Background: an optimization exercise with open tools, aiming at small area, a short achievable clock period and few clock cycles. Do not read the settings as production practice. Power figures rest on the tool's default switching activity, not on a simulated workload.

## old
==> flow/design.v <==
module circle_draw(xc,yc,rad,x,y,color,color_disp,CLK50,clearn,plot,wr,ready);
	input [7:0] xc;
	input [6:0] yc;
	input [5:0] rad;
	input CLK50,clearn,plot;
	input [2:0] color;
	output [7:0] x;
	output [6:0] y;
	output [2:0] color_disp;
	output wr;
	output ready;
	function [8:0] add8;
		input [7:0] p, q;
		input ci;
		integer i;
		reg c;
		begin
			c = ci;
			for (i = 0; i < 8; i = i + 1) begin
				add8[i] = p[i] ^ q[i] ^ c;
				c = (p[i] & q[i]) | (c & (p[i] ^ q[i]));
			end
			add8[8] = c;
		end
	endfunction
	localparam IDLE = 2'b00, CLR = 2'b01, SET = 2'b10, DRW = 2'b11;
	reg [1:0] m;
	reg rdy;
	reg [7:0] xo;
	reg [6:0] yo;
	reg [2:0] col;
	reg [5:0] a, b;
	reg [7:0] e;
	reg [2:0] ph;
	reg n1, n2, c3, c4;
	reg h, sd;
	wire [5:0] r = (rad == 6'd0 || &rad[5:2]) ? 6'd59 : rad;
	wire a0 = (a == 6'd0);
	wire dec = ~e[7] | (&e[6:1]);
	wire [8:0] bma = add8({2'b0, b}, {2'b11, ~a}, 1'b1);
	wire done = ~bma[8];
	wire [5:0] xs = ph[2] ? b : a;
	wire [5:0] ys = ph[2] ? a : b;
	wire xneg = ph[1];
	wire yneg = ph[0];
	wire [8:0] gxs = {xc, 1'b1} + {{2{xneg}}, xs ^ {6{xneg}}, xneg};
	wire [7:0] gys = {yc, 1'b1} + {yneg, ys ^ {6{yneg}}, yneg};
	wire [7:0] gx = gxs[8:1];
	wire [6:0] gy = gys[7:1];
	wire [7:0] mask = {c4 & ~a0, c4, c3 & ~a0, c3, {2{~n2 & ~a0}}, {2{~n1}}};
	reg [2:0] nxt;
	reg more;
	integer k;
	always @(*) begin
		nxt = 3'd0;
		more = 1'b0;
		for (k = 7; k >= 0; k = k - 1)
			if (k > ph && mask[k]) begin
				nxt = k;
				more = 1'b1;
			end
	end
	wire set1 = (ph == 3'd1) & (gx == 8'd159);
	wire set2 = ((ph == 3'd3) | ((ph == 3'd1) & a0)) & (gx == 8'd0);
	wire xv = ~(xc[7] & (xc[6] | xc[5]));
	wire [7:0] q = {~xc[7:5] + 3'd5, ~xc[4:0]};    
	wire [8:0] qmb = add8(q, {2'b11, ~b}, 1'b1);
	wire [8:0] xmb = add8(xc, {2'b11, ~b}, 1'b1);
	wire v3 = ~xv | qmb[8];
	wire v4 = ~xv | xmb[8];
	wire [8:0] ai = add8({2'b0, a}, 8'd0, 1'b1);
	wire [8:0] bd = add8({2'b0, b}, 8'hff, 1'b0);
	wire [7:0] t1 = {1'b0, a, 1'b1};
	wire [7:0] t2 = sd ? {1'b1, ~b, 1'b1} : 8'd0;
	wire [7:0] cs_s = e ^ t1 ^ t2;
	wire [7:0] cs_c = (e & t1) | (e & t2) | (t1 & t2);
	wire [7:0] en = cs_s + {cs_c[6:0], sd};
	wire lfb = ~(yo[6] ^ yo[5]);
	wire clr_end = ({yo, xo} == 15'h4000);
	always @(posedge CLK50 or negedge clearn)
	begin
		if (!clearn) begin
			m <= CLR;
			rdy <= 1'b0;
			xo <= 8'd0;
			yo <= 7'd0;
			col <= 3'd0;
		end else begin
			case (m)
			CLR: begin
				if (clr_end) begin
					m <= IDLE;
					rdy <= 1'b1;
				end
			end
			IDLE: begin
				if (plot) begin
					m <= SET;
					rdy <= 1'b0;
				end
			end
			SET: begin
				m <= DRW;
				end
			default: if (done) begin
				m <= IDLE;
				rdy <= 1'b1;
			end
			endcase
			if (m == CLR) begin
				xo <= {xo[6:0], lfb};
				yo <= {yo[5:0], xo[7]};
				col <= 3'd0;
			end else begin
				xo <= gx;
				yo <= gy;
				col <= color;
			end
		end
	end
	always @(posedge CLK50)
	begin
		c3 <= v3;
		c4 <= v4;
		if (m == IDLE) begin
			a <= 6'd0;
			b <= r;
			e <= {2'b11, ~r};
			ph <= 3'd0;
			n1 <= 1'b0;
			n2 <= 1'b0;
			h <= 1'b0;
		end else begin
			h <= ~more;
			sd <= dec;
			if (h) e <= en;
			if (set1) n1 <= 1'b1;
			if (set2) n2 <= 1'b1;
			if (more)
				ph <= nxt;
			else begin
				ph <= n1 ? 3'd2 : 3'd0;
				a <= ai[5:0];
				if (dec) b <= bd[5:0];
			end
		end
	end
	assign x = xo;
	assign y = yo;
	assign color_disp = col;
	assign wr = m[0];
	assign ready = rdy;
endmodule
clock: 7.0 ns
lec_check: 0
cap_margin: 20
core_margin: 2
core_utilization: 40
place_density: 0.6
setup_slack_margin: 3.7
slew_margin: 20
standard.sh (not shown) runs the stock make flow with config.mk's settings and CLKGATE_MAP_FILE= SYNTH_SCRIPT=/design/flow/synth_recipe.tcl, a recipe that flattens the netlist after the stock synthesis.
==> flow/flow/run.sh <==
#!/bin/bash
# Standard synthesis, then the standard layout with plain buf_1 cells as the
# port buffers (the default pick is a slow delay buffer). Tool output goes
# to the logs below; each ORFS step also keeps its own log in orfs/logs.
set -euo pipefail
bash standard.sh synth > flow_synth.log 2>&1
bash standard.sh BUFFER_PORTS_ARGS="-buffer_cell sky130_fd_sc_hd__buf_1" finish > flow_layout.log 2>&1
Modified inputs, new compared to old
diff --git a/flow/config.mk b/flow/config.mk
--- a/flow/config.mk
+++ b/flow/config.mk
@@ -11,3 +11,3 @@
 export PLACE_DENSITY = 0.6
-export SETUP_SLACK_MARGIN = 3.7
+export SETUP_SLACK_MARGIN = 4.0
 export SLEW_MARGIN = 20
Per the comparison of new with old, final worst-path setup slack now sits higher; net total in the final layout went up 4. The global-route usage in new sits 0.55 points below the value recorded for old. In the metrics for new and old, the one carrying the lower final cycle utilization of the critical path is new. ~same I/O pin total in new and old. new vs. old: met3 layer usage reported by global route now sits lower; synthesis-to-finish area growth now sits higher; setup slack after placement now sits higher; maximum VDD drop now sits higher; proportion of power drawn by combinational gates now sits higher. Looking at new and old, the total length of routed wires is a wash.
No functional check of the RTL was part of any run of this note.

==> what the ideal ports hide <==
How much do the figures lean on ideal ports? The routed layouts below were timed once more, with nothing changed but the port constraints. Step 1 (the two cells are an assumption about what drives the block):
set clk [get_ports {CLK50}]
set_driving_cell -lib_cell sky130_fd_sc_hd__clkbuf_16 $clk
set_driving_cell -lib_cell sky130_fd_sc_hd__buf_2 [delete_from_list [all_inputs] $clk]
Step 2, shift: input delay + t, output delay - t, t = (earliest + latest rising clock arrival at the registers) / 2. This alone moves slack from input paths to output paths. Slacks: ideal / step 1 / step 2; pairs: ideal / step 1.
run	t (ns)	slack for setup (ns)	worst hold slack (ns)	latest minus earliest clock arrival (ns)	slew at the worst register clock pin (ns)
old	0.334	3.864 / 3.876 / 3.542	0.502 / 0.502 / 0.502	0.013 / 0.014	0.10 / 0.10
new	0.325	4.034 / 4.044 / 3.719	0.516 / 0.516 / 0.516	0.012 / 0.012	0.10 / 0.10
After both steps every run listed still meets setup and hold. For old, which loses most, drivers alone change the setup slack by +0.012 ns; drivers and shift together by -0.322 ns.
